Context: an optimization exercise on an open-source flow, tuned for small area and a short achievable clock period. The choices shown serve that exercise and are no tape-out recipe. Function was checked by simulation only, so behaviour that the tests miss may differ from the original. No run shown here takes its clock network from TritonCTS; it comes from the design's own scripts or RTL. No driver is modelled on the clock port, so clock power and skew are understated where the tree is cut down; a real chip needs a root buffer or a tree. Power is estimated from default activity; no workload was simulated.

`design/flow/config.mk`:
```
export PLATFORM = sky130hd
export DESIGN_NAME = part4
export DESIGN_NICKNAME = part4
export VERILOG_FILES = /design/flow/design.v
export SDC_FILE = /design/flow/constraint.sdc
export NUM_CORES = 4
export LEC_CHECK = 0
export CAP_MARGIN = 20
export CORE_MARGIN = 2
export CORE_UTILIZATION = 60
export PLACE_DENSITY = 0.75
export SETUP_SLACK_MARGIN = 1.75
export SLEW_MARGIN = 20
export SYNTH_HIERARCHICAL = 1
export SYNTH_MINIMUM_KEEP_SIZE = 0
```
`design/flow/constraint.sdc`:
```
create_clock -name core_clock -period 3.2 [get_ports {clk}]
set_input_delay 0.6400 -clock core_clock [delete_from_list [all_inputs] [get_ports {clk}]]
set_output_delay 0.6400 -clock core_clock [all_outputs]
set_load 0.01 [all_outputs]
```
`design/flow/design.v`:
```
`timescale 1ns / 1ps
module gpo (
    input  gn_hi, pn_hi, gn_lo, pn_lo,
    output g, p
);
    assign g = ~(gn_hi & (pn_hi | gn_lo));
    assign p = ~(pn_hi | pn_lo);
endmodule
module gpa (
    input  g_hi, p_hi, g_lo, p_lo,
    output gn, pn
);
    assign gn = ~(g_hi | (p_hi & g_lo));
    assign pn = ~(p_hi & p_lo);
endmodule
module go (
    input  gn_hi, pn_hi, gn_lo,
    output g
);
    assign g = ~(gn_hi & (pn_hi | gn_lo));
endmodule
module ga (
    input  g_hi, p_hi, g_lo,
    output gn
);
    assign gn = ~(g_hi | (p_hi & g_lo));
endmodule
module hadd (
    input  a, b,
    output s, c
);
    assign s = a ^ b;
    assign c = a & b;
endmodule
module fadd (
    input  a, b, ci,
    output s, co
);
    assign s = a ^ b ^ ci;
    assign co = (a & b) | (a & ci) | (b & ci);
endmodule
module pxor (
    input  a, b,
    output y
);
    assign y = a ^ b;
endmodule
module cout_n (
    input  g, p, ci,
    output con
);
    assign con = ~(g | (p & ci));
endmodule
module ginv (
    input  x,
    output y
);
    assign y = ~x;
endmodule
module part3 #(
    parameter N = 43,
    parameter L = 4
)(
    input  [N-1:0]          gn,
    input  [N-1:0]          pn,
    output [(N-1)/2-1:0]    g,
    output [(N-1)/2-1:0]    p
);
    localparam M = (N - 1) / 2;
    wire [M-1:0] gg [0:L];
    wire [M-1:0] pp [0:L];
    genvar l, m;
    generate
        for (m = 0; m < M; m = m + 1) begin : pr
            if (m == 0) begin : fin
                go u (.gn_hi(gn[1]), .pn_hi(pn[1]), .gn_lo(gn[0]), .g(gg[0][0]));
                assign pp[0][0] = 1'b0;
            end else begin : mid
                gpo u (.gn_hi(gn[2*m+1]), .pn_hi(pn[2*m+1]), .gn_lo(gn[2*m]), .pn_lo(pn[2*m]),
                       .g(gg[0][m]), .p(pp[0][m]));
            end
        end
        for (l = 0; l < L; l = l + 1) begin : lv
            for (m = 0; m < M; m = m + 1) begin : nd
                if (m < (1 << l)) begin : pass
                    ginv u (.x(gg[l][m]), .y(gg[l+1][m]));
                    assign pp[l+1][m] = 1'b0;
                end else if (m < (2 << l)) begin : fin
                    if (l % 2 == 0) begin : a
                        ga u (.g_hi(gg[l][m]), .p_hi(pp[l][m]), .g_lo(gg[l][m-(1<<l)]), .gn(gg[l+1][m]));
                    end else begin : o
                        go u (.gn_hi(gg[l][m]), .pn_hi(pp[l][m]), .gn_lo(gg[l][m-(1<<l)]), .g(gg[l+1][m]));
                    end
                    assign pp[l+1][m] = 1'b0;
                end else begin : mid
                    if (l % 2 == 0) begin : a
                        gpa u (.g_hi(gg[l][m]), .p_hi(pp[l][m]), .g_lo(gg[l][m-(1<<l)]), .p_lo(pp[l][m-(1<<l)]),
                               .gn(gg[l+1][m]), .pn(pp[l+1][m]));
                    end else begin : o
                        gpo u (.gn_hi(gg[l][m]), .pn_hi(pp[l][m]), .gn_lo(gg[l][m-(1<<l)]), .pn_lo(pp[l][m-(1<<l)]),
                               .g(gg[l+1][m]), .p(pp[l+1][m]));
                    end
                end
            end
        end
    endgenerate
    assign g = gg[L];
    assign p = pp[L];
endmodule
`timescale 1ns / 1ps
module part4(
    input clk,
    input [127:0] a,
    input [127:0] b,
    input cin,
    output [127:0] s,
    output cout
);
    localparam N = 43;
    localparam M = (N - 1) / 2;    
    localparam L1 = 3;             
    wire [127:0] d0s;
    wire [N-1:0] d0gn;
    genvar j, i;
    generate
        for (j = 0; j < N; j = j + 1) begin : sl
            localparam LO = (j == 0) ? 0 : 3 * j - 1;    
            localparam HI = 3 * j + 1;                   
            wire [HI:LO] c;                              
            if (j == 0) begin : b0
                fadd u (.a(a[0]), .b(b[0]), .ci(cin), .s(d0s[0]), .co(c[1]));
            end else begin : bn
                hadd u0 (.a(a[LO]), .b(b[LO]), .s(d0s[LO]), .c(c[LO+1]));
                fadd u1 (.a(a[LO+1]), .b(b[LO+1]), .ci(c[LO+1]), .s(d0s[LO+1]), .co(c[LO+2]));
            end
            wire p, g;
            hadd ut (.a(a[HI]), .b(b[HI]), .s(p), .c(g));
            pxor us (.a(p), .b(c[HI]), .y(d0s[HI]));
            cout_n uc (.g(g), .p(p), .ci(c[HI]), .con(d0gn[j]));
        end
    endgenerate
    reg [127:0] r0s;
    reg [N-1:0] r0gn;    
    always @(posedge clk) begin
        r0s <= d0s;
        r0gn <= d0gn;
    end
    wire [N-1:0] pn0;
    assign pn0[0] = ~&r0s[1:0];
    generate
        for (j = 1; j < N; j = j + 1) begin : p0
            assign pn0[j] = ~&r0s[3*j-1 +: 3];
        end
    endgenerate
    wire [M-1:0] g1n, p1n;    
    part3 #(.N(N), .L(L1)) look (.gn(r0gn), .pn(pn0), .g(g1n), .p(p1n));
    reg [127:0] r1s;
    reg [M-1:0] r1gn, r1pn;    
    reg [M:0]   r1en;          
    wire [M:0]  gn_even;
    generate
        for (j = 0; j <= M; j = j + 1) begin : ev
            assign gn_even[j] = r0gn[2*j];
        end
    endgenerate
    always @(posedge clk) begin
        r1s <= r0s;
        r1gn <= g1n;
        r1pn <= p1n;
        r1en <= gn_even;
    end
    wire [M-1:0] g3, p3, g4n, p4n;
    generate
        for (j = 0; j < M; j = j + 1) begin : l3
            if (j < 8) begin : pass
                ginv u (.x(r1gn[j]), .y(g3[j]));
                assign p3[j] = 1'b0;
            end else if (j < 16) begin : fin
                go u (.gn_hi(r1gn[j]), .pn_hi(r1pn[j]), .gn_lo(r1gn[j-8]), .g(g3[j]));
                assign p3[j] = 1'b0;
            end else begin : mid
                gpo u (.gn_hi(r1gn[j]), .pn_hi(r1pn[j]), .gn_lo(r1gn[j-8]), .pn_lo(r1pn[j-8]),
                       .g(g3[j]), .p(p3[j]));
            end
        end
        for (j = 0; j < M; j = j + 1) begin : l4
            if (j < 16) begin : pass
                ginv u (.x(g3[j]), .y(g4n[j]));
            end else begin : fin
                ga u (.g_hi(g3[j]), .p_hi(p3[j]), .g_lo(g3[j-16]), .gn(g4n[j]));
            end
        end
    endgenerate
    wire [N-1:0] co;         
    generate
        for (j = 0; j < N; j = j + 1) begin : fc
            if (j == 0) begin : s0
                assign co[0] = ~r1en[0];
            end else if (j % 2 == 1) begin : odd
                assign co[j] = ~g4n[(j-1)/2];
            end else begin : even
                assign co[j] = ~r1en[j/2] | ((&r1s[3*j-1 +: 3]) & co[j-1]);
            end
        end
    endgenerate
    wire [127:0] d2;
    assign d2[1:0] = r1s[1:0];
    generate
        for (j = 1; j < N; j = j + 1) begin : ic
            for (i = 0; i < 3; i = i + 1) begin : bt
                if (i == 0) begin : b0
                    assign d2[3*j-1] = r1s[3*j-1] ^ co[j-1];
                end else begin : bn
                    assign d2[3*j-1+i] = r1s[3*j-1+i] ^ (co[j-1] & (&r1s[3*j-1 +: i]));
                end
            end
        end
    endgenerate
    reg [128:0] r2, r3, r4, r5, r6, r7;
    always @(posedge clk) begin
        r2 <= {co[N-1], d2};
        r3 <= r2;
        r4 <= r3;
        r5 <= r4;
        r6 <= r5;
        r7 <= r6;
    end
    assign {cout, s} = r7;
endmodule
```
`design/flow/flow/run.sh`:
```
#!/bin/bash
# The standard layout with four changes: the smallest drive for every
# combinational cell of the synthesised netlist (flow/downsize.tcl; the
# resizer sizes up where timing needs it), the smallest buffer on the
# ports, a shallow two-level clock tree (flow/cts_tree.tcl) in place of
# TritonCTS's, and shorter, stronger paths to the outputs: when the tree is
# built, the flip-flops that drive the output buffers move next to them,
# and they and the buffers get a stronger drive (the resizer still sizes
# everything as usual afterwards).
# make's full output goes to make.log in this folder.
set -euo pipefail
export BUFFER_PORTS_ARGS="-buffer_cell sky130_fd_sc_hd__buf_1"
export PRE_FLOORPLAN_TCL="$(pwd)/flow/downsize.tcl"
export PRE_CTS_TCL="$(pwd)/flow/cts_tree.tcl"
export CTS_TREE_PULL_OUTPUTS=1
export CTS_TREE_OUT_BUF=sky130_fd_sc_hd__buf_4
export CTS_TREE_OUT_FF=sky130_fd_sc_hd__dfxtp_2
export CTS_TREE_OUT_FIX=1
bash standard.sh > make.log 2>&1
```
`design/flow/flow/cts_tree.tcl`:
```
# Sourced by ORFS's cts.tcl as PRE_CTS_TCL. Replaces clock_tree_synthesis
# with a two-level tree: the flip-flops are split by recursive bisection of
# their placement into equal clusters of at most CTS_TREE_CAP sinks, each driven
# by a leaf buffer at its centre; the leaves are split the same way into
# CTS_TREE_ROOTS groups, each driven by a root buffer that the clock port
# drives. Every flip-flop sees the same two buffers, so the tree is
# balanced; it is just shallower than TritonCTS's. Leaves and roots are
# inverters by default (two inversions per path, so the flip-flops see the
# true clock): an inverter is faster than a buffer.

proc cts_tree_bisect { pts k } {
  # pts: list of {item x y}; splits them into k clusters of near-equal size
  # by recursive bisection across the longer side of their bounding box
  if { $k <= 1 } { return [list $pts] }
  set xs [lsort -real [lmap p $pts { lindex $p 1 }]]
  set ys [lsort -real [lmap p $pts { lindex $p 2 }]]
  set dx [expr { [lindex $xs end] - [lindex $xs 0] }]
  set dy [expr { [lindex $ys end] - [lindex $ys 0] }]
  set idx [expr { $dx >= $dy ? 1 : 2 }]
  set s [lsort -real -index $idx $pts]
  set k1 [expr { $k / 2 }]
  set h [expr { int(round([llength $s] * double($k1) / $k)) }]
  return [concat [cts_tree_bisect [lrange $s 0 [expr { $h - 1 }]] $k1] \
                 [cts_tree_bisect [lrange $s $h end] [expr { $k - $k1 }]]]
}

proc cts_tree_centre { pts } {
  set sx 0.0; set sy 0.0
  foreach p $pts { set sx [expr { $sx + [lindex $p 1] }]; set sy [expr { $sy + [lindex $p 2] }] }
  set n [llength $pts]
  return [list [expr { int($sx / $n) }] [expr { int($sy / $n) }]]
}

proc cts_tree_buffer { block master name x y innet } {
  set inst [odb::dbInst_create $block $master $name]
  $inst setLocation $x $y
  $inst setPlacementStatus PLACED
  set net [odb::dbNet_create $block "${name}_net"]
  $net setSigType CLOCK
  foreach it [$inst getITerms] { if { [$it isOutputSignal] } { $it connect $net } }
  if { $innet ne "" } { [$inst findITerm A] connect $innet }
  return [list $inst $net]
}

# Gives each output port's buffer, and the flip-flop that drives it, the
# drive strengths CTS_TREE_OUT_BUF and CTS_TREE_OUT_FF (when set): the
# paths to the outputs carry the fixed output delay, so they are the ones
# that need the drive. With CTS_TREE_OUT_FIX set, the resizer may not change
# the output buffers afterwards: a larger one gains next to nothing there.
proc cts_tree_size_outputs { block } {
  set obuf [expr { [info exists ::env(CTS_TREE_OUT_BUF)] ? $::env(CTS_TREE_OUT_BUF) : "" }]
  set off [expr { [info exists ::env(CTS_TREE_OUT_FF)] ? $::env(CTS_TREE_OUT_FF) : "" }]
  set nb 0; set nf 0
  foreach bt [$block getBTerms] {
    if { [$bt getIoType] ne "OUTPUT" } { continue }
    set net [$bt getNet]
    if { $net eq "NULL" } { continue }
    foreach it [$net getITerms] {
      if { ![$it isOutputSignal] } { continue }
      set buf [$it getInst]
      if { ![string match "*__buf_*" [[$buf getMaster] getName]] } { continue }
      set in [$buf findITerm A]
      if { $in eq "NULL" || [$in getNet] eq "NULL" } { continue }
      foreach dit [[$in getNet] getITerms] {
        if { [$dit isOutputSignal] && [string match "*__dfxtp_*" [[[$dit getInst] getMaster] getName]] } {
          if { $off ne "" } { replace_cell [[$dit getInst] getName] $off; incr nf }
        }
      }
      if { $obuf ne "" } { replace_cell [$buf getName] $obuf; incr nb }
      if { [info exists ::env(CTS_TREE_OUT_FIX)] && $::env(CTS_TREE_OUT_FIX) } { $buf setDoNotTouch 1 }
    }
  }
  puts "cts_tree: resized $nb output buffers and $nf flip-flops"
}

# Moves the flip-flop that drives each output port's buffer next to that
# buffer (which sits by the port), on the side towards the core's centre:
# the path to the output carries the fixed output delay, so its wire
# should be the short one, and the wire from the flip-flop before it the
# long one. Detailed placement legalises the moved cells afterwards.
proc cts_tree_pull_outputs { block } {
  set core [$block getCoreArea]
  set cx [expr { ([$core xMin] + [$core xMax]) / 2.0 }]
  set cy [expr { ([$core yMin] + [$core yMax]) / 2.0 }]
  set step 4000
  set n 0
  foreach bt [$block getBTerms] {
    if { [$bt getIoType] ne "OUTPUT" } { continue }
    set net [$bt getNet]
    if { $net eq "NULL" } { continue }
    foreach it [$net getITerms] {
      if { ![$it isOutputSignal] } { continue }
      set buf [$it getInst]
      set in [$buf findITerm A]
      if { $in eq "NULL" || [$in getNet] eq "NULL" } { continue }
      set bb [$buf getBBox]
      set bx [expr { ([$bb xMin] + [$bb xMax]) / 2.0 }]
      set by [expr { ([$bb yMin] + [$bb yMax]) / 2.0 }]
      foreach dit [[$in getNet] getITerms] {
        set ff [$dit getInst]
        if { ![$dit isOutputSignal] || ![string match "*__dfxtp_*" [[$ff getMaster] getName]] } { continue }
        set dx [expr { $cx - $bx }]; set dy [expr { $cy - $by }]
        if { abs($dx) >= abs($dy) } {
          set x [expr { $bx + ($dx > 0 ? $step : -$step) }]; set y $by
        } else {
          set x $bx; set y [expr { $by + ($dy > 0 ? $step : -$step) }]
        }
        set fb [$ff getBBox]
        $ff setLocation [expr { int($x - ([$fb xMax] - [$fb xMin]) / 2) }] [expr { int($y - ([$fb yMax] - [$fb yMin]) / 2) }]
        incr n
      }
    }
  }
  puts "cts_tree: moved $n output flip-flops next to their buffers"
}

rename clock_tree_synthesis cts_tree_tritoncts
proc clock_tree_synthesis { args } {
  set cap [expr { [info exists ::env(CTS_TREE_CAP)] ? $::env(CTS_TREE_CAP) : 50 }]
  set nroots [expr { [info exists ::env(CTS_TREE_ROOTS)] ? $::env(CTS_TREE_ROOTS) : 4 }]
  set leafbuf [expr { [info exists ::env(CTS_TREE_LEAF)] ? $::env(CTS_TREE_LEAF) : "sky130_fd_sc_hd__clkinv_16" }]
  set rootbuf [expr { [info exists ::env(CTS_TREE_ROOT)] ? $::env(CTS_TREE_ROOT) : "sky130_fd_sc_hd__clkinv_16" }]
  set db [ord::get_db]
  set block [ord::get_db_block]
  if { [info exists ::env(CTS_TREE_PULL_OUTPUTS)] && $::env(CTS_TREE_PULL_OUTPUTS) } {
    cts_tree_pull_outputs $block
  }
  set src [lindex [get_property [lindex [all_clocks] 0] sources] 0]
  set clknet [[$block findBTerm [get_full_name $src]] getNet]
  set sinks {}
  foreach it [$clknet getITerms] {
    set bb [[$it getInst] getBBox]
    lappend sinks [list $it [expr { ([$bb xMin] + [$bb xMax]) / 2 }] [expr { ([$bb yMin] + [$bb yMax]) / 2 }]]
  }
  set clusters [cts_tree_bisect $sinks [expr { int(ceil([llength $sinks] / double($cap))) }]]
  set leaves {}
  set i 0
  foreach c $clusters {
    lassign [cts_tree_centre $c] x y
    lappend leaves [list $i $x $y]
    set leafnet($i) $c
    incr i
  }
  set groups [cts_tree_bisect $leaves [expr { min($nroots, [llength $leaves]) }]]
  set lm [$db findMaster $leafbuf]
  set rm [$db findMaster $rootbuf]
  set r 0
  foreach g $groups {
    lassign [cts_tree_centre $g] x y
    lassign [cts_tree_buffer $block $rm "ctree_root_$r" $x $y $clknet] rinst rnet
    foreach l $g {
      lassign $l li lx ly
      lassign [cts_tree_buffer $block $lm "ctree_leaf_$li" $lx $ly $rnet] linst lnet
      foreach s $leafnet($li) {
        set it [lindex $s 0]
        $it disconnect
        $it connect $lnet
      }
    }
    incr r
  }
  puts "cts_tree: [llength $sinks] sinks, [llength $clusters] leaf buffers, [llength $groups] root buffers"
  cts_tree_size_outputs $block
  set_propagated_clock [all_clocks]
}
```
`design/flow/flow/downsize.tcl`:
```
# Sourced by ORFS's floorplan.tcl as PRE_FLOORPLAN_TCL, on the synthesised
# netlist. Yosys's ABC maps the small lookahead modules with drive strength
# 2 gates, sized for a load they do not have; this gives every
# combinational cell the smallest drive of its kind. The floorplan's setup
# repair, and the resizer in the later steps, size up again where timing
# needs it.
set cts_ds_n 0
set cts_ds_area 0.0
foreach inst [[ord::get_db_block] getInsts] {
  set m [[$inst getMaster] getName]
  if { ![regexp {^(sky130_fd_sc_hd__[a-z0-9]+)_([0-9]+)$} $m -> base drive] } { continue }
  if { $drive <= 1 || [string match "*df*" $base] || [string match "*buf*" $base] } { continue }
  set small [[ord::get_db] findMaster "${base}_1"]
  if { $small eq "NULL" } { continue }
  set cts_ds_area [expr { $cts_ds_area + [[$inst getMaster] getWidth] - [$small getWidth] }]
  replace_cell [$inst getName] "${base}_1"
  incr cts_ds_n
}
puts "downsize: $cts_ds_n cells to drive 1"
```
`design/flow/standard.sh`:
```
#!/bin/bash
# synth_recipe.tcl (not shown) runs the flow's synth.tcl, then flattens the netlist and writes it again
# the make line also repeats each setting of config.mk as NAME=value (left out here)
make -C /OpenROAD-flow-scripts/flow DESIGN_CONFIG=/design/flow/config.mk WORK_HOME=/design/flow/orfs CLKGATE_MAP_FILE= SYNTH_SCRIPT=/design/flow/synth_recipe.tcl "${@:-finish}"
```
==> results of run 1 <==
==> routing by layer <==
metal  global-route usage (%)  wire length [um]  vias to the layer above
met1                     23.0             19700                     6211
met3                     1.39              1510                       74
met4                     4.81              1340                        2
li1                         -                 -                     6699
met5                        0                13                        -
met2                     33.1             22900                      284
==> cells in the final DEF (no fill, tap or decap), drive strengths merged <==
| cell type | count |
|---|---|
| nand4b | 20 |
| clkinv | 27 |
| xor2 | 106 |
| dfxtp | 1129 |
| and3 | 1 |
| nand3 | 62 |
| ha | 127 |
| fa | 43 |
| buf | 387 |
| xnor2 | 21 |
| nand2 | 72 |
| inv | 54 |
| o21ai | 54 |
| a21oi | 105 |
| diode | 1 |
| nor2 | 42 |
==> state kept, by name (all words and copies together) (netlist names) <==
| name | cells |
|---|---|
| r0gn | 43 |
| r2 | 129 |
| r1pn | 13 |
| r1s | 128 |
| r7 | 129 |
| r1gn | 21 |
| r6 | 129 |
| r5 | 129 |
| r1en | 22 |
| r4 | 129 |
| r0s | 128 |
| r3 | 129 |
==> power breakdown <==
group	total, W	switching (W)	internal (W)
Clock	0.00487	0.00422	0.000654
Sequential	0.0184	0.00106	0.0173
Combinational	0.00214	0.00107	0.00107
==> what timing repair did <==
action,in CTS,in global routing
gates cloned,0,0
endpoints found under the setup margin,27,42
setup buffers,0,1
gates resized for setup,15,42
pin swaps,0,7
hold buffers,0,0
==> final cells by class <==
| class | instances | area [um^2] |
|---|---|---|
| Inverter | 81 | 1010 |
| Timing Repair Buffer | 387 | 1940 |
| Tap cell | 607 | 759 |
| Multi-Input combinational cell | 653 | 5590 |
| Fill cell | 3051 | 14300 |
| Antenna cell | 1 | 2.50 |
| Sequential cell | 1129 | 22800 |
==> path summary, 6_finish.rpt <==
kind	startpoint	endpoint	slack, ns
max	r7[41]	s[41]	1.78
min	r6[65]	r7[65]	0.31
max reg2reg	r1gn[1]	r2[111]	1.81
min reg2reg	r6[65]	r7[65]	0.31
==> per-stage QoR <==
| step | power, W | hold WS (ns) | cells | instance area, um^2 | util [%] |
|---|---|---|---|---|---|
| 3_3_place_gp | 0.0201 | 0.310 | 2829 | 30400 | 65.6 |
| 4_1_cts | 0.0256 | 0.305 | 2856 | 31900 | 68.8 |
| 5_1_grt | 0.0266 | 0.316 | 2858 | 32100 | 69.2 |
| 3_5_place_dp | 0.0203 | 0.312 | 2829 | 30400 | 65.6 |
| 2_1_floorplan | 0.0191 | 0.310 | 1836 | 28200 | - |
| 6_report | 0.0254 | 0.315 | 2858 | 32100 | 69.2 |
==> results.json, run 1 <==
{
  "status": "no timing/DRC/antenna violations",
  "nNetsFinal": 2680,
  "antenna_found_initial": 3,
  "worst_pin_slew_ns": 0.396,
  "p_leak_nw": 13.4,
  "ys_warn_count": 8,
  "period_share_pct": 44.3,
  "peakVddDrop_v": 0.000618,
  "dieWidth_um": 220,
  "drc": 0,
  "period_minus_slack_ns": 1.42,
  "io_pins": 387,
  "initialDrtViolationCount": 564,
  "dp_hpwl_mm": 32.4,
  "p_per_area_nw_per_um2": 791,
  "grt_max_degree": 51,
  "critPathKind": "register to primary output",
  "crit_family": "flip-flops",
  "critPathArrivalTime_ns": 0.78,
  "clk_latency_ns": 0.30,
  "maxSlewViolCount": 0,
  "setup_tns_ns": 0,
  "slew_headroom_pct": 73.4,
  "worstPathMaxFanout": 1,
  "core_area_um2": 46400,
  "syn_inst": 1836,
  "avgViaCountPerCell": 4.64,
  "drive_gt1_share_pct": 16.7,
  "start_util_pct": 60.6,
  "gp_congestion": 0.783,
  "setup_viol": 0,
  "post_synth.cell_area_avg_um2": 15.3,
  "syn_nets": 2264,
  "cp.required_ns": 2.56,
  "hold_viol": 0,
  "wirelength_mm": 45.5,
  "whs_path_depth": 0,
  "startpoint_type": "register",
  "dp_slack_ns": 1.50,
  "vias": 13300,
  "critPathSlowestCell": "dfxtp_2",
  "setup_ws_ns": 1.78,
  "ant_nets": 0,
  "place.port_buffers": 386,
  "grt_use_total_pct": 18.0,
  "hold_path.class": "register to register",
  "drv_cap": 0,
  "path_cells": "buf_4",
  "firstDrtPassIters": 5,
  "grt.overflow.total": 0,
  "ff2ff_path_depth": 6,
  "crit_buf_inv": 1,
  "endpoint_kind": "primary output",
  "max_freq_mhz": 706,
  "grt_setup_unrepaired": "yes",
  "path_clk_slew_ns": 0.11,
  "num_rows": 79,
  "dieArea_um2": 48500,
  "worst-path-stages": 1,
  "syn2layout_area_growth_pct": 14.2,
  "synthesis.area_um2": 28100,
  "die_y_um": 220,
  "grt_pass1_wl_mm": 68.0,
  "cpPeakStageDelay_ns": 0.34,
  "wl_per_cell_um": 15.9,
  "fin_skew_ns": 0.0404,
  "grt_pass1_vias": 13500
}
==> run 2, diff against run 1 <==
--- a/design/flow/flow/run.sh
+++ b/design/flow/flow/run.sh
@@ -6,5 +6,5 @@
 # TritonCTS's, and shorter, stronger paths to the outputs: when the tree is
 # built, the flip-flops that drive the output buffers move next to them,
-# and they and the buffers get a stronger drive (the resizer still sizes
+# and the buffers get a stronger drive (the resizer still sizes
 # everything as usual afterwards).
 # make's full output goes to make.log in this folder.
@@ -15,5 +15,3 @@
 export CTS_TREE_PULL_OUTPUTS=1
 export CTS_TREE_OUT_BUF=sky130_fd_sc_hd__buf_4
-export CTS_TREE_OUT_FF=sky130_fd_sc_hd__dfxtp_2
-export CTS_TREE_OUT_FIX=1
 bash standard.sh > make.log 2>&1
--- a/design/flow/flow/cts_tree.tcl
+++ b/design/flow/flow/cts_tree.tcl
@@ -46,6 +46,5 @@
 # drive strengths CTS_TREE_OUT_BUF and CTS_TREE_OUT_FF (when set): the
 # paths to the outputs carry the fixed output delay, so they are the ones
-# that need the drive. With CTS_TREE_OUT_FIX set, the resizer may not change
-# the output buffers afterwards: a larger one gains next to nothing there.
+# that need the drive.
 proc cts_tree_size_outputs { block } {
   set obuf [expr { [info exists ::env(CTS_TREE_OUT_BUF)] ? $::env(CTS_TREE_OUT_BUF) : "" }]
@@ -68,5 +67,4 @@
       }
       if { $obuf ne "" } { replace_cell [$buf getName] $obuf; incr nb }
-      if { [info exists ::env(CTS_TREE_OUT_FIX)] && $::env(CTS_TREE_OUT_FIX) } { $buf setDoNotTouch 1 }
     }
   }
==> run 2 against run 1 <==
Against the previous run: still clean; utilization fell by 0.38 points; global-route usage barely moved; sequential share of layout area is 0.095 points lower; worst setup slack worse by 0.011 ns; fmax shrank 0.79%; via count grew 0.34%; wire length is 0.21% lower; critical path type is now primary input to register; largest power group unchanged.
==> results.json, run 2 <==
{
  "cp.required_ns": 3.36,
  "io_pins": 387,
  "swShare_pct": 25.1,
  "ys_warn_count": 8,
  "final_common_cell": "dfxtp_1",
  "drc": 0,
  "grt_setup_unrepaired": "yes",
  "drv_cap": 0,
  "nNetsFinal": 2680,
  "path_clk_slew_ns": 0.11,
  "p_clk_share_pct": 19.3,
  "final_cell_mix": "1,123 x dfxtp_1, 257 x buf_1, 130 x buf_4, 126 x ha_1, 106 x xor2_1",
  "synthesis.area_um2": 28100,
  "critPathKind": "primary input to register",
  "peakVddDrop_v": 0.000722,
  "die_y_um": 220,
  "grt.busiest_layer": "met2",
  "status": "no timing/DRC/antenna violations",
  "startpoint_type": "primary input",
  "hold_path.class": "register to register",
  "grt_pass1_vias": 13400,
  "period_share_pct": 44.6,
  "worst_pin_slew_ns": 0.409,
  "place.port_buffers": 386,
  "grt_use_total_pct": 18.0,
  "dieArea_um2": 48500,
  "gp_congestion": 0.783,
  "gr-usage-met3_pct": 1.44,
  "avgViaCountPerCell": 4.66,
  "p_sw_w": 0.00635,
  "vias": 13300,
  "p_per_area_nw_per_um2": 793,
  "max_freq_mhz": 700,
  "ff2ff_path_depth": 5,
  "wirelength_mm": 45.4,
  "power_frac_comb_pct": 8.4,
  "post_synth.cell_area_avg_um2": 15.3,
  "internal_power_w": 0.0190,
  "slew_headroom_pct": 72.6,
  "whs_path_depth": 0,
  "syn_inst": 1836,
  "p_leak_nw": 13.4,
  "placed_cells": 2829,
  "layoutNonFillerInstCount": 2858,
  "wl_per_cell_um": 15.9,
  "num_rows": 79,
  "fillers": 3106,
  "dp_hpwl_mm": 32.4,
  "maxSlewViolCount": 0,
  "grt_pass1_wl_mm": 67.9,
  "hold_viol": 0,
  "syn_nets": 2264,
  "met2_usage_pct": 32.5,
  "clk_latency_ns": 0.30,
  "setup_tns_ns": 0,
  "endpoint_kind": "register",
  "worstPathMaxFanout": 2,
  "grt_max_degree": 51,
  "power.share.sequential_pct": 72.3,
  "drive_gt1_share_pct": 10.8,
  "period_minus_slack_ns": 1.43,
  "syn2layout_area_growth_pct": 13.6,
  "antenna_found_initial": 1,
  "fin_skew_ns": 0.0373,
  "core_area_um2": 46400,
  "dieWidth_um": 220,
  "ant_nets": 0,
  "setup_viol": 0,
  "critPathArrivalTime_ns": 1.59,
  "start_util_pct": 60.6,
  "initialDrtViolationCount": 692,
  "firstDrtPassIters": 7,
  "use_met1_pct": 23.1,
  "grt.overflow.total": 0
}
## run 2: cell count changes in the layout (fill, tap and decap cells not counted), moves of 2 or more
cell / change
dfxtp_1: +125
dfxtp_2: -125
nor2_1: +3
nor2_2: -2
o21ai_1: +5
o21ai_2: -6
## run 2: through the flow
step / hold slack (ns) / utilization (%) / power (W) / cell area (um^2) / setup slack [ns]
2_1_floorplan: 0.310 / - / 0.0191 / 28200 / 1.76
3_3_place_gp: 0.310 / 65.6 / 0.0201 / 30400 / 1.53
3_5_place_dp: 0.312 / 65.6 / 0.0203 / 30400 / 1.50
4_1_cts: 0.317 / 68.5 / 0.0255 / 31700 / 1.72
5_1_grt: 0.322 / 68.8 / 0.0265 / 31900 / 1.72
6_report: 0.319 / 68.8 / 0.0253 / 31900 / 1.77
## run 2: final cells by class
class	count	area, um^2	share of cell area, %
timing repair buffer	387	1940	6.08
tap	607	759	2.38
antenna	1	2.50	0.00785
inverter	81	1010	3.18
sequential	1129	22600	70.9
multi-input combinational	653	5570	17.5
## run 2: critical path, cell delays in order
cell    delay, ns
buf_1        0.07
ha_1         0.22
fa_2         0.36
xor2_1       0.30
## run 2: routing by layer
metal  wire, um  share of wire [%]
met3       1570                3.4
met1      19800                 44
met2      22500                 50
met4       1580                3.5
met5          0                  0
## run 2: worst paths after layout
kind / startpoint / end / slack, ns
worst min register to register: r2[86] / r3[86] / 0.32
worst max-delay path: a[68] / r0s[70] / 1.77
worst max register to register: r0s[52] / r1gn[13] / 1.79
worst min-delay path: r2[86] / r3[86] / 0.32
## run 2: power by group through the flow
stage / clock [W] / sequential [W] / combinational (W)
after global placement: 0 / 0.0184 / 0.00170
final: 0.00488 / 0.0183 / 0.00213
after detailed placement: 0 / 0.0186 / 0.00176
after global routing: 0.00553 / 0.0186 / 0.00237
after CTS: 0.00501 / 0.0183 / 0.00215
after floorplan: 0 / 0.0184 / 0.000738
## run 2: repair_timing
item / in CTS / in global routing
gates resized for setup: 16 / 39
gates cloned: 0 / 0
hold buffers: 0 / 0
pin swaps: 1 / 8
setup endpoints to repair: 25 / 46
setup buffers: 0 / 1
==> run 3, diff against run 2 <==
--- a/design/flow/flow/run.sh
+++ b/design/flow/flow/run.sh
@@ -14,4 +14,4 @@
 export PRE_CTS_TCL="$(pwd)/flow/cts_tree.tcl"
 export CTS_TREE_PULL_OUTPUTS=1
-export CTS_TREE_OUT_BUF=sky130_fd_sc_hd__buf_4
+export CTS_TREE_OUT_BUF=sky130_fd_sc_hd__buf_6
 bash standard.sh > make.log 2>&1
==> run 3 against run 2 <==
Against the previous run: still clean on timing, DRC and antenna; synthesized area unchanged; sequential share of layout area down 1.1 points; fmax down 0.17%; via count up 0.81%; flip-flop and latch count unchanged; register-to-register slack worse by 0.02 ns; critical path depth down 3; global-route usage up 0.60 points; first-iteration DRC count down 17%; cell area up 1.6%; critical path type is now register to primary output; critical endpoint is now s[98]; largest power group unchanged; highest routed layer unchanged.
==> results.json, run 3 <==
{
  "status": "no timing/DRC/antenna violations",
  "vias": 13400,
  "power.share.sequential_pct": 71.6,
  "hold_viol": 0,
  "hp-start": "r2[86]",
  "fin_skew_ns": 0.0403,
  "path_cells": "buf_6",
  "critPathArrivalTime_ns": 0.79,
  "place.port_buffers": 386,
  "clk_latency_ns": 0.30,
  "antenna_found_initial": 1,
  "io_pins": 387,
  "gp_congestion": 0.783,
  "setup_ws_ns": 1.77,
  "dp_hpwl_mm": 32.4,
  "final_common_cell": "dfxtp_1",
  "wl_per_cell_um": 16.4,
  "total_power_w": 0.0257,
  "initialDrtViolationCount": 574,
  "endpoint_kind": "primary output",
  "grt_pass1_wl_mm": 69.7,
  "r2r_start": "r0s[94]",
  "firstDrtPassIters": 7,
  "p_clk_share_pct": 19.0,
  "peakVddDrop_v": 0.000749,
  "synthesis.area_um2": 28100,
  "hold_path.class": "register to register",
  "syn_inst": 1836,
  "cp.required_ns": 2.56,
  "dieArea_um2": 48500,
  "avgViaCountPerCell": 4.70,
  "grt_pass1_vias": 13600,
  "start_util_pct": 60.6,
  "reg2reg_slack_ns": 1.77,
  "post_synth.cell_area_avg_um2": 15.3,
  "grt_use_total_pct": 18.6,
  "maxSlewViolCount": 0,
  "setup_viol": 0,
  "crit_buf_inv": 1,
  "dieWidth_um": 220,
  "ant_nets": 0,
  "grt_setup_unrepaired": "yes",
  "grt_max_degree": 51,
  "swShare_pct": 25.2,
  "drc": 0,
  "nNetsFinal": 2680,
  "core_area_um2": 46400,
  "die_y_um": 220,
  "grt.overflow.total": 0,
  "crit_family": "flip-flops",
  "final_cell_mix": "1,118 x dfxtp_1, 257 x buf_1, 129 x buf_6, 127 x ha_1, 106 x xor2_1",
  "ff2ff_path_depth": 5,
  "startpoint_type": "register",
  "r2r-end": "r1gn[20]",
  "slew_headroom_pct": 67.6,
  "critPathKind": "register to primary output",
  "max_freq_mhz": 699,
  "p_sw_w": 0.00647,
  "power_frac_comb_pct": 9.4,
  "period_share_pct": 44.7,
  "hold_end": "r3[86]",
  "critPathSlowestCell": "dfxtp_1",
  "syn_nets": 2264,
  "internal_power_w": 0.0192,
  "setup_tns_ns": 0,
  "period_minus_slack_ns": 1.43,
  "ys_warn_count": 8,
  "cpPeakStageDelay_ns": 0.37,
  "p_leak_nw": 13.6,
  "drive_gt1_share_pct": 11.3,
  "wirelength_mm": 47.0,
  "num_rows": 79,
  "finish.utilization_pct": 69.9,
  "ctsHoldBuffers": 0,
  "p_per_area_nw_per_um2": 793,
  "path_clk_slew_ns": 0.11,
  "syn2layout_area_growth_pct": 15.4,
  "dp_slack_ns": 1.50,
  "whs_path_depth": 0,
  "worstPathMaxFanout": 1,
  "worst_pin_slew_ns": 0.483,
  "drv_cap": 0
}
==> run 3: final cells by class <==
type,instances,area [um^2]
timing repair buffer,387,2420
antenna,1,2.50
sequential,1129,22600
tap,607,759
multi-input combinational,653,5580
fill,2998,14000
inverter,81,1010
==> run 3: power by group through the flow <==
stage | clock network [W] | registers, W | logic [W]
after floorplan | 0 | 0.0184 | 0.000738
after global placement | 0 | 0.0184 | 0.00170
after detailed placement | 0 | 0.0186 | 0.00176
after CTS | 0.00501 | 0.0184 | 0.00242
after global routing | 0.00553 | 0.0187 | 0.00264
final | 0.00489 | 0.0184 | 0.00241
==> run 3: repair_timing <==
| item | CTS | global route |
|---|---|---|
| gates cloned | 0 | 0 |
| setup endpoints to repair | 25 | 48 |
| gates resized for setup | 17 | 48 |
| buffers inserted | 0 | 1 |
| pin swaps | 1 | 4 |
==> run 3: metal layers <==
layer	up-vias	GRT usage (%)	part of all wire [%]
met5	-	0	0
li1	6693	-	-
met1	6324	23.2	42
met3	82	1.57	3.6
met4	0	5.84	3.3
met2	324	34.2	51
==> run 3: per-stage QoR <==
step                hold WS (ns)  instance area [um^2]  instances
finish                     0.312                 32400       2858
global route               0.315                 32400       2858
CTS                        0.311                 32200       2856
detailed placement         0.312                 30400       2829
global placement           0.310                 30400       2829
floorplan                  0.310                 28200       1836
==> run 3: worst max-delay path by stage <==
stage	start	to	slack (ns)	depth (start not counted)
floorplan	a[98]	r0s[100]	1.76	3
global placement	a[68]	r0s[70]	1.53	4
detailed placement	a[68]	r0s[70]	1.50	4
CTS	r1gn[2]	r2[117]	1.73	6
global route	r1pn[18]	r2[118]	1.72	6
finish	r7[98]	s[98]	1.77	1
==> run 4, diff against run 3 <==
--- a/design/flow/flow/run.sh
+++ b/design/flow/flow/run.sh
@@ -6,5 +6,5 @@
 # TritonCTS's, and shorter, stronger paths to the outputs: when the tree is
 # built, the flip-flops that drive the output buffers move next to them,
-# and the buffers get a stronger drive (the resizer still sizes
+# and they and the buffers get a stronger drive (the resizer still sizes
 # everything as usual afterwards).
 # make's full output goes to make.log in this folder.
@@ -14,4 +14,5 @@
 export PRE_CTS_TCL="$(pwd)/flow/cts_tree.tcl"
 export CTS_TREE_PULL_OUTPUTS=1
-export CTS_TREE_OUT_BUF=sky130_fd_sc_hd__buf_6
+export CTS_TREE_OUT_BUF=sky130_fd_sc_hd__buf_4
+export CTS_TREE_OUT_FF=sky130_fd_sc_hd__dfxtp_2
 bash standard.sh > make.log 2>&1
==> design/flow/flow/downsize.tcl (replaced) <==
# Sourced by ORFS's floorplan.tcl as PRE_FLOORPLAN_TCL, on the synthesised
# netlist. Yosys's ABC maps the small lookahead modules with drive strength
# 2 gates, sized for a load they do not have; this gives every
# combinational cell the smallest drive of its kind, except the cells
# that feed the stage-1 registers (r1*), whose lookahead is the deepest
# logic between registers. The floorplan's setup repair, and the resizer
# in the later steps, size up again where timing needs it.
set ds_keep {}
foreach c [get_fanin -to [get_pins -of_objects [get_cells r1*] -filter "direction==input"] -flat -only_cells] {
  dict set ds_keep [get_full_name $c] 1
}
set ds_n 0
foreach inst [[ord::get_db_block] getInsts] {
  set m [[$inst getMaster] getName]
  if { ![regexp {^(sky130_fd_sc_hd__[a-z0-9]+)_([0-9]+)$} $m -> base drive] } { continue }
  if { $drive <= 1 || [string match "*df*" $base] || [string match "*buf*" $base] } { continue }
  if { [dict exists $ds_keep [$inst getName]] } { continue }
  if { [[ord::get_db] findMaster "${base}_1"] eq "NULL" } { continue }
  replace_cell [$inst getName] "${base}_1"
  incr ds_n
}
puts "downsize: $ds_n cells to drive 1, [dict size $ds_keep] cells feeding stage 1 kept"
==> run 4 against run 3 <==
Against the previous run: still clean; synthesized area is 0.99% higher; register-to-register slack hardly changed; fmax is 0.64% higher; clock power hardly changed; first-iteration DRC count is 14% lower; highest routed layer unchanged; via count is 0.70% lower; cell area is 0.18% lower; synthesized cell count stayed put; clock skew is 0.010 ns higher; global-route usage is 0.73 points lower; utilization is 0.42 points lower; cell count hardly changed.
==> results.json, run 4 <==
{
  "dp_hpwl_mm": 32.0,
  "p_clk_share_pct": 19.2,
  "grt_setup_unrepaired": "yes",
  "multiInputGateArea_um2": 5840,
  "syn2layout_area_growth_pct": 14.0,
  "p_per_area_nw_per_um2": 788,
  "r2r-end": "r1gn[15]",
  "dp_slack_ns": 1.56,
  "synthesis.area_um2": 28400,
  "swShare_pct": 25.2,
  "die_y_um": 221,
  "wl_per_cell_um": 15.9,
  "antenna_found_initial": 0,
  "whs_ns": 0.293,
  "period_share_pct": 44.4,
  "crit_buf_inv": 1,
  "p_leak_nw": 13.5,
  "hold_path.class": "register to register",
  "hp-start": "r6[78]",
  "gp_congestion": 0.807,
  "num_rows": 79,
  "power.share.sequential_pct": 72.1,
  "initialDrtViolationCount": 495,
  "p_sw_w": 0.00641,
  "wirelength_mm": 45.4,
  "hold_viol": 0,
  "path_cells": "buf_4",
  "ff2ff_path_depth": 5,
  "cpPeakStageDelay_ns": 0.33,
  "setup_viol": 0,
  "syn_inst": 1836,
  "reg2reg_slack_ns": 1.78,
  "final_cell_mix": "999 x dfxtp_1, 257 x buf_1, 129 x dfxtp_2, 127 x ha_1, 125 x buf_4",
  "grt_pass1_wl_mm": 69.9,
  "final_common_cell": "dfxtp_1",
  "period_minus_slack_ns": 1.42,
  "critPathKind": "register to primary output",
  "power_frac_comb_pct": 8.7,
  "seqCellArea_um2": 22800,
  "crit_family": "flip-flops",
  "critPathArrivalTime_ns": 0.78,
  "dieArea_um2": 49000,
  "finish.utilization_pct": 69.5,
  "whs_path_depth": 0,
  "grt_use_total_pct": 17.9,
  "start_util_pct": 60.9,
  "place.port_buffers": 386,
  "status": "no timing/DRC/antenna violations",
  "firstDrtPassIters": 4,
  "vias": 13300,
  "ant_nets": 0,
  "startpoint_type": "register",
  "syn_nets": 2264,
  "nNetsFinal": 2680,
  "io_pins": 387,
  "fillers": 3046,
  "peakVddDrop_v": 0.000734,
  "drc": 0,
  "diodes": 0,
  "r2r_start": "r0s[76]",
  "critPathSlowestCell": "dfxtp_2",
  "cp.required_ns": 2.56,
  "path_clk_slew_ns": 0.11,
  "max_freq_mhz": 704,
  "slew_headroom_pct": 78.8,
  "post_synth.cell_area_avg_um2": 15.4,
  "endpoint_kind": "primary output",
  "clk_latency_ns": 0.31,
  "grt_max_degree": 51,
  "worst_pin_slew_ns": 0.318,
  "avgViaCountPerCell": 4.67,
  "maxSlewViolCount": 0,
  "ys_warn_count": 8,
  "setup_tns_ns": 0,
  "hold_end": "r7[78]",
  "core_area_um2": 46600,
  "drive_gt1_share_pct": 19.7,
  "drv_cap": 0,
  "internal_power_w": 0.0191,
  "dieWidth_um": 221,
  "fin_skew_ns": 0.0506,
  "worstPathMaxFanout": 1,
  "setup_ws_ns": 1.78,
  "grt.overflow.total": 0,
  "grt_pass1_vias": 13900
}
run 4: through the flow:
stage          area (um^2)  std cells  total power, W
2_1_floorplan        28500       1836          0.0192
4_1_cts              32200       2856          0.0257
3_5_place_dp         30700       2829          0.0204
5_1_grt              32300       2857          0.0267
6_report             32300       2857          0.0255
3_3_place_gp         30700       2829          0.0202
run 4: metal layers:
metal	share of wire (%)	vias up	GRT usage, %
li1	-	6701	-
met1	41	6267	21.4
met2	52	278	33.7
met3	3.8	83	1.95
met4	3.6	0	5.15
met5	0	-	0
run 4: worst max-delay path by stage:
| stage | startpoint | endpoint | slack [ns] | depth (start not counted) |
|---|---|---|---|---|
| floorplan | a[98] | r0s[100] | 1.76 | 3 |
| global placement | r0s[52] | r1pn[12] | 1.56 | 5 |
| detailed placement | r0s[52] | r1pn[8] | 1.56 | 5 |
| CTS | r1gn[2] | r2[117] | 1.75 | 6 |
| global route | r1pn[19] | r2[124] | 1.71 | 5 |
| finish | r7[27] | s[27] | 1.78 | 1 |
run 4: repair_timing:
action                                  CTS  global route
endpoints found under the hold margin     0             0
resized for setup                        21            37
hold buffers                              0             0
pin swaps                                 1             4
buffers inserted                          0             1
endpoints found under the setup margin   34            46
run 4: final cells by class:
class / instances / share of cell area (%)
sequential: 1129 / 70.4
tap: 607 / 2.35
timing repair buffer: 387 / 6.06
inverter: 81 / 3.13
multi-input combinational: 653 / 18.1
run 4: power by group through the flow:
stage | Sequential [W] | Clock, W | Combinational (W)
after detailed placement | 0.0186 | 0 | 0.00183
after global routing | 0.0187 | 0.00557 | 0.00243
after CTS | 0.0184 | 0.00505 | 0.00223
after floorplan | 0.0184 | 0 | 0.000803
final | 0.0184 | 0.00489 | 0.00222
after global placement | 0.0184 | 0 | 0.00177
==> run 5, diff against run 4 <==
==> design/flow/flow/run.sh (replaced) <==
#!/bin/bash
# The standard layout with five changes: the smallest drive for every
# combinational cell of the synthesised netlist (flow/downsize.tcl; the
# resizer sizes up where timing needs it), the smallest buffer on the
# ports, a shallow two-level clock tree (flow/cts_tree.tcl) in place of
# TritonCTS's, and shorter, stronger paths to the outputs: when the tree is
# built, the flip-flops that drive the output buffers move next to them,
# and they and the buffers get a stronger drive (the resizer still sizes
# everything as usual afterwards), and an area recovery after the repairs
# on global-route parasitics that keeps the worst slack (flow/area_recover.tcl).
# make's full output goes to make.log in this folder.
set -euo pipefail
export BUFFER_PORTS_ARGS="-buffer_cell sky130_fd_sc_hd__buf_1"
export PRE_FLOORPLAN_TCL="$(pwd)/flow/downsize.tcl"
export PRE_CTS_TCL="$(pwd)/flow/cts_tree.tcl"
export PRE_GLOBAL_ROUTE_TCL="$(pwd)/flow/area_recover.tcl"
export CTS_TREE_PULL_OUTPUTS=1
export CTS_TREE_OUT_BUF=sky130_fd_sc_hd__buf_4
export CTS_TREE_OUT_FF=sky130_fd_sc_hd__dfxtp_2
export CTS_TREE_OUT_FIX=1
bash standard.sh > make.log 2>&1
==> design/flow/flow/area_recover.tcl (new file) <==
# Sourced by ORFS's global_route.tcl as PRE_GLOBAL_ROUTE_TCL. Replaces the
# flow's power recovery step (which runs after the repairs on global-route
# parasitics) with an area recovery that keeps timing: each combinational
# cell above the smallest drive of its kind is tried at smaller drives, and
# a smaller drive is kept only if the worst setup slack stays at least what
# it was before this step, hold slack stays positive, and no max-slew or
# max-capacitance violation appears. A smaller drive of the same cell is
# never wider, so placement stays legal.
proc recover_power_helper { } {
  set db [ord::get_db]
  estimate_parasitics -global_routing
  set target [worst_slack -max]
  set slew0 [sta::max_slew_violation_count]
  set cap0 [sta::max_capacitance_violation_count]
  set area0 [rsz::design_area]
  set n 0
  foreach inst [[ord::get_db_block] getInsts] {
    if { [$inst isDoNotTouch] } { continue }
    set m [[$inst getMaster] getName]
    if { ![regexp {^(sky130_fd_sc_hd__[a-z0-9]+)_([0-9]+)$} $m -> base drive] } { continue }
    if { $drive <= 1 || [regexp {df|dl|clk|tap|fill|decap|diode|conb} $base] } { continue }
    foreach d {1 2 4 6 8} {
      if { $d >= $drive } { break }
      if { [$db findMaster "${base}_$d"] eq "NULL" } { continue }
      replace_cell [$inst getName] "${base}_$d"
      estimate_parasitics -global_routing
      if { [worst_slack -max] >= $target && [worst_slack -min] >= 0
           && [sta::max_slew_violation_count] <= $slew0
           && [sta::max_capacitance_violation_count] <= $cap0 } {
        incr n
        break
      }
      replace_cell [$inst getName] $m
      estimate_parasitics -global_routing
    }
  }
  puts "area_recover: $n cells smaller, area [sta::format_area $area0 0] -> [sta::format_area [rsz::design_area] 0] um2, worst slack [worst_slack -max] (was $target)"
}
--- a/design/flow/flow/cts_tree.tcl
+++ b/design/flow/flow/cts_tree.tcl
@@ -46,5 +46,6 @@
 # drive strengths CTS_TREE_OUT_BUF and CTS_TREE_OUT_FF (when set): the
 # paths to the outputs carry the fixed output delay, so they are the ones
-# that need the drive.
+# that need the drive. With CTS_TREE_OUT_FIX set, the resizer may not change
+# the output buffers afterwards: a larger one gains next to nothing there.
 proc cts_tree_size_outputs { block } {
   set obuf [expr { [info exists ::env(CTS_TREE_OUT_BUF)] ? $::env(CTS_TREE_OUT_BUF) : "" }]
@@ -67,4 +68,5 @@
       }
       if { $obuf ne "" } { replace_cell [$buf getName] $obuf; incr nb }
+      if { [info exists ::env(CTS_TREE_OUT_FIX)] && $::env(CTS_TREE_OUT_FIX) } { $buf setDoNotTouch 1 }
     }
   }
==> design/flow/flow/downsize.tcl (replaced) <==
# Sourced by ORFS's floorplan.tcl as PRE_FLOORPLAN_TCL, on the synthesised
# netlist. Yosys's ABC maps the small lookahead modules with drive strength
# 2 gates, sized for a load they do not have; this gives every
# combinational cell the smallest drive of its kind. The floorplan's setup
# repair, and the resizer in the later steps, size up again where timing
# needs it.
set cts_ds_n 0
set cts_ds_area 0.0
foreach inst [[ord::get_db_block] getInsts] {
  set m [[$inst getMaster] getName]
  if { ![regexp {^(sky130_fd_sc_hd__[a-z0-9]+)_([0-9]+)$} $m -> base drive] } { continue }
  if { $drive <= 1 || [string match "*df*" $base] || [string match "*buf*" $base] } { continue }
  set small [[ord::get_db] findMaster "${base}_1"]
  if { $small eq "NULL" } { continue }
  set cts_ds_area [expr { $cts_ds_area + [[$inst getMaster] getWidth] - [$small getWidth] }]
  replace_cell [$inst getName] "${base}_1"
  incr cts_ds_n
}
puts "downsize: $cts_ds_n cells to drive 1"
==> run 5 against run 4 <==
Against the previous run: synthesized area fell by 0.98%; register-to-register slack is essentially flat; flip-flop and latch count unchanged; highest routed layer is now met5.
==> results.json, run 5 <==
{
  "status": "no timing/DRC/antenna violations",
  "drv_cap": 0,
  "syn2layout_area_growth_pct": 13.6,
  "final_common_cell": "dfxtp_1",
  "ant_nets": 0,
  "clk_latency_ns": 0.30,
  "firstDrtPassIters": 5,
  "hold_viol": 0,
  "peakVddDrop_v": 0.000621,
  "dieWidth_um": 220,
  "fillers": 3099,
  "grt_pass1_vias": 13500,
  "wirelength_mm": 45.5,
  "setup_ws_ns": 1.73,
  "path_clk_slew_ns": 0.11,
  "setup_viol": 0,
  "critPathArrivalTime_ns": 1.63,
  "dp_slack_ns": 1.50,
  "vias": 13300,
  "num_rows": 79,
  "post_synth.cell_area_avg_um2": 15.3,
  "cp.required_ns": 3.36,
  "start_util_pct": 60.6,
  "period_minus_slack_ns": 1.47,
  "nNetsFinal": 2680,
  "max_freq_mhz": 680,
  "fin_skew_ns": 0.0399,
  "period_share_pct": 46.0,
  "drive_gt1_share_pct": 14.2,
  "drc": 0,
  "ys_warn_count": 8,
  "die_y_um": 220,
  "dieArea_um2": 48500,
  "dp_hpwl_mm": 32.4,
  "ctsHoldBuffers": 0,
  "core_area_um2": 46400,
  "wl_per_cell_um": 15.9,
  "endpoint_kind": "register",
  "startpoint_type": "primary input",
  "place.port_buffers": 386,
  "worstPathMaxFanout": 2,
  "antenna_found_initial": 3,
  "grt.overflow.total": 0,
  "worst_pin_slew_ns": 0.399,
  "gp_congestion": 0.783,
  "synthesis.area_um2": 28100,
  "p_leak_nw": 13.5,
  "grt_setup_unrepaired": "yes",
  "syn_inst": 1836,
  "critPathKind": "primary input to register",
  "grt_max_degree": 51,
  "final_cell_mix": "998 x dfxtp_1, 257 x buf_1, 131 x dfxtp_2, 130 x buf_4, 127 x ha_1",
  "grt_use_total_pct": 18.0,
  "p_per_area_nw_per_um2": 794,
  "grt_pass1_wl_mm": 68.0,
  "io_pins": 387,
  "hold_path.class": "register to register",
  "slew_headroom_pct": 73.2,
  "avgViaCountPerCell": 4.67,
  "syn_nets": 2264,
  "maxSlewViolCount": 0,
  "initialDrtViolationCount": 600,
  "setup_tns_ns": 0
}
[run 5: cell type report]
type                    count  area (um^2)  share of cell area (%)
repair buffers            387         1940                    6.08
multi-input cells         653         5420                    17.0
flip-flops and latches   1129        22800                    71.4
inverters                  81         1010                    3.18
well taps                 607          759                    2.38
diodes                      1         2.50                 0.00784
[run 5: power breakdown]
part           internal [W]  switching, W
Sequential           0.0173       0.00105
Combinational       0.00105       0.00106
Clock              0.000655       0.00422
Total                0.0190       0.00633
[run 5: worst paths after layout]
check           from  endpoint  slack [ns]  cells after the start
max            a[68]   r0s[70]        1.73                      4
min           r6[65]    r7[65]        0.31                      0
max reg2reg  r0s[52]  r1gn[13]        1.78                      5
min reg2reg   r6[65]    r7[65]        0.31                      0
[run 5: what timing repair did]
| action | in CTS | in global routing |
|---|---|---|
| gates resized for setup | 15 | 42 |
| setup endpoints to repair | 27 | 42 |
| pin swaps | 0 | 7 |
| buffers inserted | 0 | 1 |
[run 5: worst max-delay path, stage by stage]
cell    delay [ns]
buf_1         0.07
ha_1          0.21
fa_1          0.41
xor2_1        0.29
[run 5: metal layers]
| metal | track usage (%) | wire [um] | vias to the layer above |
|---|---|---|---|
| met1 | 23.0 | 19600 | 6281 |
| met2 | 33.1 | 23000 | 281 |
| met5 | 0 | 13 | - |
| met3 | 1.39 | 1490 | 75 |
| met4 | 4.81 | 1350 | 2 |
| li1 | - | - | 6694 |
[run 5: per-stage QoR]
stage / utilization, % / total power (W) / instance area [um^2] / hold WS, ns / instances
after floorplan: - / 0.0191 / 28200 / 0.310 / 1836
after global placement: 65.6 / 0.0201 / 30400 / 0.310 / 2829
after detailed placement: 65.6 / 0.0203 / 30400 / 0.312 / 2829
after CTS: 68.8 / 0.0256 / 31900 / 0.305 / 2856
after global routing: 68.8 / 0.0266 / 31900 / 0.316 / 2858
final: 68.8 / 0.0253 / 31900 / 0.307 / 2858

-- static timing again, ports no longer ideal --
No port has a modelled driver above. Below, the same layouts with a new extraction and two added sets of constraints.
Step 1 sets driving cells, clkbuf_16 on the clock port and buf_2 on the other inputs (assumed; they add their load-dependent delay and slew).
Step 2 times the ports against the registers' clock, not the clock port: input delays grow and output delays shrink by t, the midpoint of the rising clock arrivals with the driver on.
a / b / c = ideal / step 1 / step 2; a / b = the first two.
run | t (ns) | setup WS [ns] | worst setup path after step 2 | pins driven straight from the clock port
run 1 | 0.522 | 1.783 / 1.539 / 1.515 | input to register | 4
run 2 | 0.520 | 1.772 / 1.543 / 1.470 | input to register | 4
run 3 | 0.522 | 1.770 / 1.523 / 1.476 | input to register | 4
run 4 | 0.532 | 1.779 / 1.531 / 1.533 | input to register | 4
run 5 | 0.522 | 1.729 / 1.538 / 1.435 | input to register | 4
After both steps setup and hold are still met in every run listed. For run 2, which loses most, drivers alone change the setup slack by -0.229 ns; drivers and shift together by -0.302 ns.
